This is an optimization exercise on Yosys and OpenROAD, whose aim is a short achievable clock period and few clock cycles, not a production implementation. In this exercise RTL edits were held to simulation tests only and were not proved equivalent to the original. Power figures rest on the tool's default switching activity, not on a simulated workload.

==> job 2328 <==
## cpu
module cpu(
    input clk,
    input rst,
    input logic [31:0] inst_rdata,
    input logic [31:0] data_rdata,
    input logic inst_resp,
    input logic data_resp,
    input logic icache_hit,
    input logic dcache_hit,
    output logic inst_read,
    output logic [31:0] inst_addr,
    output logic data_read,
    output logic data_write,
    output logic [3:0] data_mbe,
    output logic [31:0] data_addr,
    output logic [31:0] data_wdata
);
Settings: LEC_CHECK=0, ABC_CLOCK_PERIOD_IN_PS=4000, CAP_MARGIN=20, CORE_MARGIN=2, CORE_UTILIZATION=55, SLEW_MARGIN=20; clock period 10.0 ns.
standard.sh (not shown) runs the stock make flow with config.mk's settings and CLKGATE_MAP_FILE= SYNTH_SCRIPT=/design/flow/synth_recipe.tcl, a recipe that flattens the netlist after the stock synthesis.
==> flow/flow/run.sh <==
#!/bin/bash
set -euo pipefail
bash standard.sh SETUP_SLACK_MARGIN=7 finish > standard.log 2>&1
==> job 9849 (differences from job 2328) <==
--- a/flow/design.v
+++ b/flow/design.v
@@ -149,18 +149,33 @@
     output logic data_write,
     output logic [3:0] data_mbe,
     output logic [31:0] data_addr,
     output logic [31:0] data_wdata
 );
     logic [31:0] pc;
     logic        ifid_v, ifid_btb;
     logic [31:0] ifid_ins, ifid_pc;
-    logic        idex_we, idex_ld, idex_st, idex_br, idex_jalr, idex_pred;
+    logic        idex_we, idex_ld, idex_st, idex_br, idex_jalr, idex_pred, idex_auipc;
     logic        idex_m_eq, idex_m_ne, idex_m_lt, idex_m_ge, idex_m_ltu, idex_m_geu, idex_fca, idex_fcb;
+    logic        idex_kill;
+    logic        idex_we_r, idex_ld_r, idex_st_r, idex_br_r, idex_jalr_r, idex_auipc_r;
+    logic        idex_m_eq_r, idex_m_ne_r, idex_m_lt_r, idex_m_ge_r, idex_m_ltu_r, idex_m_geu_r;
+    assign idex_we = idex_we_r & ~idex_kill;
+    assign idex_ld = idex_ld_r & ~idex_kill;
+    assign idex_st = idex_st_r & ~idex_kill;
+    assign idex_br = idex_br_r & ~idex_kill;
+    assign idex_jalr = idex_jalr_r & ~idex_kill;
+    assign idex_auipc = idex_auipc_r & ~idex_kill;
+    assign idex_m_eq = idex_m_eq_r & ~idex_kill;
+    assign idex_m_ne = idex_m_ne_r & ~idex_kill;
+    assign idex_m_lt = idex_m_lt_r & ~idex_kill;
+    assign idex_m_ge = idex_m_ge_r & ~idex_kill;
+    assign idex_m_ltu = idex_m_ltu_r & ~idex_kill;
+    assign idex_m_geu = idex_m_geu_r & ~idex_kill;
     logic [4:0]  idex_rd;
     logic [2:0]  idex_f3;
     logic [31:0] idex_a, idex_b, idex_sd, idex_pre, idex_alt;
     logic [31:2] idex_pc;
     logic        idex_fa_m, idex_fb_m, idex_fs_m;
     logic        idex_sub, idex_sra;
     logic        idex_r_sum, idex_r_sll, idex_r_slt, idex_r_sltu, idex_r_xor,
                  idex_r_sr, idex_r_or, idex_r_and, idex_r_pre;
@@ -314,17 +329,18 @@
     logic [6:0]  op;
     logic [2:0]  f3;
     logic [4:0]  rs1, rs2, rd;
     logic is_lui, is_auipc, is_jal, is_jalr, is_br, is_ld, is_st, is_opi, is_op;
     logic use1, use2, id_we, use_imm, pred, spred, btb_ok;
     logic [31:0] imm_i, imm_s, imm_b, imm_u, imm_j, imm, id_pc4, tgt_j, tgt_b, tgt_u;
     logic [31:0] rv1, rv2;
     logic lu_stall, id_redirect;
-    logic [31:0] id_npc;
+    logic [31:0] id_npc, jr_tgt;
+    logic        jr_early;
     always_comb begin
         op  = ifid_ins[6:0];
         f3  = ifid_ins[14:12];
         rs1 = ifid_ins[19:15];
         rs2 = ifid_ins[24:20];
         rd  = ifid_ins[11:7];
         is_lui   = op == 7'b0110111;
         is_auipc = op == 7'b0010111;
@@ -355,18 +371,20 @@
         rv1 = (rs1 == 5'd0) ? 32'd0 : (exmem_we && exmem_rd == rs1) ? mem_val
             : (memwb_we && memwb_rd == rs1) ? memwb_val : rf[rs1];
         rv2 = (rs2 == 5'd0) ? 32'd0 : (exmem_we && exmem_rd == rs2) ? mem_val
             : (memwb_we && memwb_rd == rs2) ? memwb_val : rf[rs2];
         lu_stall = ifid_v & ((idex_ld & ((use1 & rs1 == idex_rd) | (use2 & rs2 == idex_rd)))
                  | (lb_v & ((use1 & rs1 == lb_rd) | (use2 & rs2 == lb_rd) | (id_we & rd == lb_rd)))
                  | (lr_v & ((use1 & rs1 == lr_rd) | (use2 & rs2 == lr_rd) | (id_we & rd == lr_rd))));
         dep_id = ifid_v & exmem_we & ((use1 & rs1 == exmem_rd) | (use2 & rs2 == exmem_rd) | (id_we & rd == exmem_rd));
-        id_redirect = ifid_v & ~lu_stall & (ifid_btb ? ~btb_ok : spred);
-        id_npc = ~pred ? id_pc4 : is_jal ? tgt_j : tgt_b;
+        jr_early = ifid_v & is_jalr & idex_auipc & idex_we & (idex_rd == rs1);
+        jr_tgt   = idex_pre + imm_i;
+        id_redirect = ifid_v & ~lu_stall & ((ifid_btb ? ~btb_ok : spred) | jr_early);
+        id_npc = jr_early ? {jr_tgt[31:1], 1'b0} : ~pred ? id_pc4 : is_jal ? tgt_j : tgt_b;
     end
     logic        hold, iv, dv, dsrc, ipm, dpre, pfv, fresp;
     logic        hit_i, hit_d, nhit_i, nhit_d, k_i, k_d, n_i, n_d;
     logic        c_unk, c_seq, f_i, f_d, hold_n, pfv_n, nrdy_n, prot_n;
     logic [26:0] iline, dline, pf_line;
     logic        c_seq0;
     logic [2:0]  scnt;
     logic [31:0] fdata;
@@ -400,18 +418,18 @@
         nhit_i = iv & (iline == pf_line);
         nhit_d = dv & (dline == pf_line);
         fresp  = dsrc ? (~dbusy & data_resp) : (~ipm & inst_resp);
         fdata  = dsrc ? data_rdata : inst_rdata;
         k_i = hit_i | (~ipm & inst_resp);
         k_d = (hit_d | (dsrc & ~dbusy & data_resp)) & ~(dsrc & ~dbusy & ~data_resp);
         n_i = pfv & (nhit_i | (ipm & inst_resp));
         n_d = pfv & (nhit_d | (dpre & ~dbusy & data_resp));
-        c_unk = ~stall & (ex_redirect | (~lu_stall & (id_redirect | (fresp & btb_hit))));
-        c_seq = ~stall & ~ex_redirect & ~lu_stall & ~id_redirect & fresp & ~btb_hit
+        c_unk = ~stall & ~lu_stall & (id_redirect | (fresp & btb_hit));
+        c_seq = ~stall & ~lu_stall & ~id_redirect & fresp & ~btb_hit
               & (pc[4:2] == 3'b111);
         f_i = c_unk ? 1'b0 : c_seq ? n_i : k_i;
         f_d = c_unk ? 1'b0 : c_seq ? n_d : k_d;
         pfv_n  = ~c_unk;
         nrdy_n = ~c_seq & (n_i | n_d);
         prot_n = c_seq ? prot2 : prot1;
         hold_n = stall & (scnt < 3'd7);
         dsrc_n = ~rst & ~hold_n & ~f_i & f_d;
@@ -441,17 +459,17 @@
             pfv  <= pfv_n;
             if (inst_resp) begin
                 iv    <= 1'b1;
                 iline <= ipm ? pf_line : pc[31:5];
             end
             if (~dbusy & data_read & data_resp) begin
                 dv    <= 1'b1;
                 dline <= data_addr[31:5];
-            end else if (dsrc & ~dbusy & ~data_resp) begin
+            end else if (dsrc & ~dbusy & ~data_resp & hit_d) begin
                 dv    <= 1'b0;
             end
         end
     end
     localparam NB = 8;
     logic [NB-1:0] bt_v, bt_hit;
     logic [31:2]   bt_pc [NB];
     logic [31:2]   bt_tg [NB];
@@ -523,35 +541,37 @@
             ifid_btb <= btb_hit;
             ifid_ins <= fdata;
             ifid_pc  <= pc;
         end
     end
     logic keep;
     assign keep = idex_br & ~lu_stall & (pc[31:2] == idex_alt[31:2]);
     logic id_go;
-    assign id_go = ifid_v & ~lu_stall & ~ex_redirect;
+    assign id_go = ifid_v & ~lu_stall;
     always_ff @(posedge clk) begin
         if (rst) begin
-            idex_we <= 1'b0; idex_ld <= 1'b0; idex_st <= 1'b0;
-            idex_br <= 1'b0; idex_jalr <= 1'b0;
-            idex_m_eq <= 1'b0; idex_m_ne <= 1'b0; idex_m_lt <= 1'b0;
-            idex_m_ge <= 1'b0; idex_m_ltu <= 1'b0; idex_m_geu <= 1'b0;
+            idex_we_r <= 1'b0; idex_kill <= 1'b0; idex_ld_r <= 1'b0; idex_st_r <= 1'b0;
+            idex_br_r <= 1'b0; idex_jalr_r <= 1'b0; idex_auipc_r <= 1'b0;
+            idex_m_eq_r <= 1'b0; idex_m_ne_r <= 1'b0; idex_m_lt_r <= 1'b0;
+            idex_m_ge_r <= 1'b0; idex_m_ltu_r <= 1'b0; idex_m_geu_r <= 1'b0;
         end else if (!stall) begin
-            idex_we   <= id_go & id_we;
-            idex_ld   <= id_go & is_ld;
-            idex_st   <= id_go & is_st;
-            idex_br   <= id_go & is_br;
-            idex_jalr <= id_go & is_jalr;
-            idex_m_eq  <= id_go & is_br & ((f3 == 3'b000 & ~pred) | (f3 == 3'b001 & pred));
-            idex_m_ne  <= id_go & is_br & ((f3 == 3'b001 & ~pred) | (f3 == 3'b000 & pred));
-            idex_m_lt  <= id_go & is_br & ((f3 == 3'b100 & ~pred) | (f3 == 3'b101 & pred));
-            idex_m_ge  <= id_go & is_br & ((f3 == 3'b101 & ~pred) | (f3 == 3'b100 & pred));
-            idex_m_ltu <= id_go & is_br & ((f3 == 3'b110 & ~pred) | (f3 == 3'b111 & pred));
-            idex_m_geu <= id_go & is_br & ((f3 == 3'b111 & ~pred) | (f3 == 3'b110 & pred));
+            idex_kill <= ex_redirect;
+            idex_we_r   <= id_go & id_we;
+            idex_ld_r   <= id_go & is_ld;
+            idex_st_r   <= id_go & is_st;
+            idex_br_r   <= id_go & is_br;
+            idex_jalr_r <= id_go & is_jalr & ~jr_early;
+            idex_auipc_r <= id_go & is_auipc;
+            idex_m_eq_r  <= id_go & is_br & ((f3 == 3'b000 & ~pred) | (f3 == 3'b001 & pred));
+            idex_m_ne_r  <= id_go & is_br & ((f3 == 3'b001 & ~pred) | (f3 == 3'b000 & pred));
+            idex_m_lt_r  <= id_go & is_br & ((f3 == 3'b100 & ~pred) | (f3 == 3'b101 & pred));
+            idex_m_ge_r  <= id_go & is_br & ((f3 == 3'b101 & ~pred) | (f3 == 3'b100 & pred));
+            idex_m_ltu_r <= id_go & is_br & ((f3 == 3'b110 & ~pred) | (f3 == 3'b111 & pred));
+            idex_m_geu_r <= id_go & is_br & ((f3 == 3'b111 & ~pred) | (f3 == 3'b110 & pred));
         end
     end
     always_ff @(posedge clk) begin
         if (!stall) begin
             idex_pred <= pred;
             idex_pc   <= ifid_pc[31:2];
             idex_rd   <= rd;
             idex_f3   <= f3;
- CORE_UTILIZATION: 55 -> 40
==> qor summary <==
Fmax: job 9849 226 MHz; job 2328 207 MHz
Critical Path Stages: job 9849 5; job 2328 20
Register bit total from synthesis: job 9849 2227; job 2328 2225
Length of routed wiring on met1: job 9849 223 mm; job 2328 207 mm
Compound-cell area share of the yosys netlist: job 9849 0.0840; job 2328 0.0802
Area of the core region: job 9849 333000 µm²; job 2328 240000 µm²
Power per unit of standard cell area: job 9849 146 nW/µm²; job 2328 146 nW/µm²
Multi-input combinational area share: job 9849 0.415; job 2328 0.415
M1 GR Usage: job 9849 0.451; job 2328 0.617
Core utilization of the finished layout: job 9849 0.531; job 2328 0.718
Bufs on Longest Clock Path: job 9849 4; job 2328 3
DR WL met2: job 9849 273 mm; job 2328 261 mm
Average wire per standard cell: job 9849 38.8 µm; job 2328 42.0 µm
Die Height: job 9849 583 µm; job 2328 495 µm
Leakage: job 9849 0.0648 µW; job 2328 0.0633 µW
Run status: job 9849 finished clean; job 2328 complete, but fails checks
Violated checks: job 9849 -; job 2328 max-capacitance violations, max-slew violations
Testbench counts of job 2328, summed over its fixed seeds: cycles 109,401.
Testbench counts of job 9849, summed over its fixed seeds: cycles 107,975.

## port drivers added, routing unchanged
In the flow no input, the clock included, has a driving cell. The finished layouts below were timed again as built, in two steps. Step 1 (the two cells are an assumption about what drives the block):
set clk [get_ports {clk}]
set_driving_cell -lib_cell sky130_fd_sc_hd__clkbuf_16 $clk
set_driving_cell -lib_cell sky130_fd_sc_hd__buf_2 [delete_from_list [all_inputs] $clk]
Step 2 adds t to the input delays and takes it off the output delays; t is the mean of the earliest and latest rising clock arrival at the registers after step 1. Input paths then give back, and output paths get back, about the clock's delay inside the block. a / b / c = no drivers / after step 1 / after step 2; a / b = the first two.
run	t, ns	setup slack, ns	worst setup path after step 2	slew at the worst register clock pin (ns)
job 2328	1.022	5.173 / 5.173 / 4.950	input to register	0.08 / 0.08
job 9849	1.047	5.580 / 5.486 / 5.167	input to register	0.07 / 0.07
The setup slack of job 9849, which loses most, moves by -0.094 ns with the drivers and by -0.413 ns with both steps.
